What follows belongs to an exercise in optimizing a design on an open flow for small area and a short achievable clock period; a production flow would make more cautious choices. At most, simulation tests tie the RTL to the original design; equivalence was not proved. The clock port is modelled as an ideal driver; clocking choices that lean on that would not hold on a real chip. Power figures rest on the tool's default switching activity, not on a simulated workload.

the reference run:
==> flow/design.v <==
module Lowpass(input clk, input rst, input en, input [15:0] in, output [15:0] out);
	reg [15:0] ff [31:0];
	reg [15:0] acc;
	reg [4:0]  cnt;
	reg        full;
	wire [15:0] old = full ? ff[31] : 16'b0;
	assign out = en ? {6'b0, acc[15:6]} : 16'b0;
	integer i;
	always @(posedge clk) begin
		if (en) begin
			ff[0] <= in;
			for (i = 1; i < 32; i = i + 1)
				ff[i] <= ff[i-1];
		end
	end
	always @(posedge clk or posedge rst) begin
		if (rst) begin
			acc  <= 16'b0;
			cnt  <= 5'b0;
			full <= 1'b0;
		end else if (en) begin
			acc <= acc + in + ~old + 16'd1;
			cnt <= cnt + 5'd1;
			if (cnt == 5'd31)
				full <= 1'b1;
		end
	end
endmodule
export LEC_CHECK = 0
export CAP_MARGIN = 20
export CORE_MARGIN = 2
export CORE_UTILIZATION = 60
export CTS_BUF_LIST = sky130_fd_sc_hd__clkbuf_16
export CTS_CLUSTER_DIAMETER = 100
export CTS_CLUSTER_SIZE = 30
export SETUP_SLACK_MARGIN = 5
export SLEW_MARGIN = 20
create_clock -name core_clock -period 10.0 [get_ports {clk}]
standard.sh (not shown) runs the stock make flow with config.mk's settings and CLKGATE_MAP_FILE= SYNTH_SCRIPT=/design/flow/synth_recipe.tcl, a recipe that flattens the netlist after the stock synthesis.
==> flow/flow/run.sh <==
#!/bin/bash
# The standard layout, with a larger setup margin for timing repair, stronger
# port buffers, and flow/fix_en.tcl run before CTS (see that file).
# make's output goes to flow_make.log; each step's log is under orfs/logs.
set -euo pipefail
bash standard.sh SETUP_SLACK_MARGIN=6 "BUFFER_PORTS_ARGS=-buffer_cell sky130_fd_sc_hd__buf_2" \
  "PRE_CTS_TCL=$PWD/flow/fix_en.tcl" FIX_EN_BUF=sky130_fd_sc_hd__buf_4 FIX_EN_INV=sky130_fd_sc_hd__inv_4 \
  finish > flow_make.log 2>&1
Other scripts of this flow, unchanged in this note and not shown: flow/flow/fix_en.tcl
The reference run: full flow OK, the timing, design-rule and antenna checks passed
Modified inputs, the trial run compared to the reference run
--- a/flow/design.v
+++ b/flow/design.v
@@ -3,8 +3,54 @@
 	reg [15:0] acc;
 	reg [4:0]  cnt;
 	reg        full;
 	wire [15:0] old = full ? ff[31] : 16'b0;
+	wire [15:0] nold = ~old;
+	wire [15:0] csa_s = acc ^ in ^ nold;
+	wire [15:0] csa_c = (acc & in) | (acc & nold) | (in & nold);
+	wire [15:0] pa = csa_s;
+	wire [15:0] pb = {csa_c[14:0], 1'b1};
+	wire [15:0] g0 = pa & pb;
+	wire [15:0] p0 = pa ^ pb;
+	wire gg1 = g0[1] | (p0[1] & g0[0]);
+	wire gg2 = g0[3] | (p0[3] & g0[2]);
+	wire pp2 = p0[3] & p0[2];
+	wire gg3 = g0[5] | (p0[5] & g0[4]);
+	wire pp3 = p0[5] & p0[4];
+	wire gg4 = g0[7] | (p0[7] & g0[6]);
+	wire pp4 = p0[7] & p0[6];
+	wire gg5 = g0[9] | (p0[9] & g0[8]);
+	wire pp5 = p0[9] & p0[8];
+	wire gg6 = g0[11] | (p0[11] & g0[10]);
+	wire pp6 = p0[11] & p0[10];
+	wire gg7 = g0[13] | (p0[13] & g0[12]);
+	wire pp7 = p0[13] & p0[12];
+	wire gg8 = g0[15] | (p0[15] & g0[14]);
+	wire pp8 = p0[15] & p0[14];
+	wire gg9 = gg2 | (pp2 & gg1);
+	wire gg10 = gg4 | (pp4 & gg3);
+	wire pp10 = pp4 & pp3;
+	wire gg11 = gg6 | (pp6 & gg5);
+	wire pp11 = pp6 & pp5;
+	wire gg12 = gg8 | (pp8 & gg7);
+	wire pp12 = pp8 & pp7;
+	wire gg13 = gg10 | (pp10 & gg9);
+	wire gg14 = gg12 | (pp12 & gg11);
+	wire pp14 = pp12 & pp11;
+	wire gg15 = gg14 | (pp14 & gg13);
+	wire gg16 = gg11 | (pp11 & gg13);
+	wire gg17 = gg3 | (pp3 & gg9);
+	wire gg18 = gg5 | (pp5 & gg13);
+	wire gg19 = gg7 | (pp7 & gg16);
+	wire gg20 = g0[2] | (p0[2] & gg1);
+	wire gg21 = g0[4] | (p0[4] & gg9);
+	wire gg22 = g0[6] | (p0[6] & gg17);
+	wire gg23 = g0[8] | (p0[8] & gg13);
+	wire gg24 = g0[10] | (p0[10] & gg18);
+	wire gg25 = g0[12] | (p0[12] & gg16);
+	wire gg26 = g0[14] | (p0[14] & gg19);
+	wire [15:0] cy = {gg26, gg19, gg25, gg16, gg24, gg18, gg23, gg13, gg22, gg17, gg21, gg9, gg20, gg1, g0[0], 1'b0};
+	wire [15:0] rsum = p0 ^ cy;
 	assign out = en ? {6'b0, acc[15:6]} : 16'b0;
 	integer i;
 	always @(posedge clk) begin
 		if (en) begin
@@ -18,9 +64,9 @@
 			acc  <= 16'b0;
 			cnt  <= 5'b0;
 			full <= 1'b0;
 		end else if (en) begin
-			acc <= acc + in + ~old + 16'd1;
+			acc <= rsum;
 			cnt <= cnt + 5'd1;
 			if (cnt == 5'd31)
 				full <= 1'b1;
 		end
Results
Peak per-stage delay on the critical path in the trial run is 20 ps higher than in the reference run
Between the trial run and the reference run, it is the trial run whose met1 layer usage reported by global route is lower, by 1.4 points.
In the tables for the trial run and the reference run, switching share of total power reads lower with the trial run.
The trial run ended with more final cycle utilization of the critical path than the reference run.
The reference run has a higher final worst-path setup slack than the trial run.
In the flow results for the trial run and the reference run, the final-stage net count is larger on the trial run.
The trial run vs. the reference run: core utilization went up 0.92 points, clock share of power now sits higher, overall die area lost 160 um^2, non-clock inverter total of the final layout climbed 52, synthesized area shrank by about 0.53%.
The height of the die of the reference run and that of the trial run are within noise of each other.
The RTL of the trial run was laid out without a check of its function.

==> what the ideal ports hide <==
Ports are ideal in the flow. The routed layouts listed here were re-timed in OpenROAD. Step 1: set_driving_cell puts a clkbuf_16 on clk and a buf_2 on each other input, an assumption about the parent block. Step 2 times the ports against the registers' clock, not the clock port: input delays grow and output delays shrink by t, the midpoint of the rising clock arrivals with the driver on. a / b / c = no drivers / after step 1 / after step 2; a / b = the first two.
run	t, ns	setup slack, ns	hold slack, ns	worst register clock-pin slew, ns	pins driven straight from the clock port
the reference run	0.583	5.588 / 5.391 / 5.391	0.407 / 0.407 / 0.407	0.12 / 0.12	1
the trial run	0.585	5.458 / 5.398 / 5.173	0.412 / 0.412 / 0.412	0.11 / 0.11	1
After both steps every run listed still meets setup and hold. The setup slack of the trial run, which loses most, moves by -0.060 ns with the drivers and by -0.285 ns with both steps.
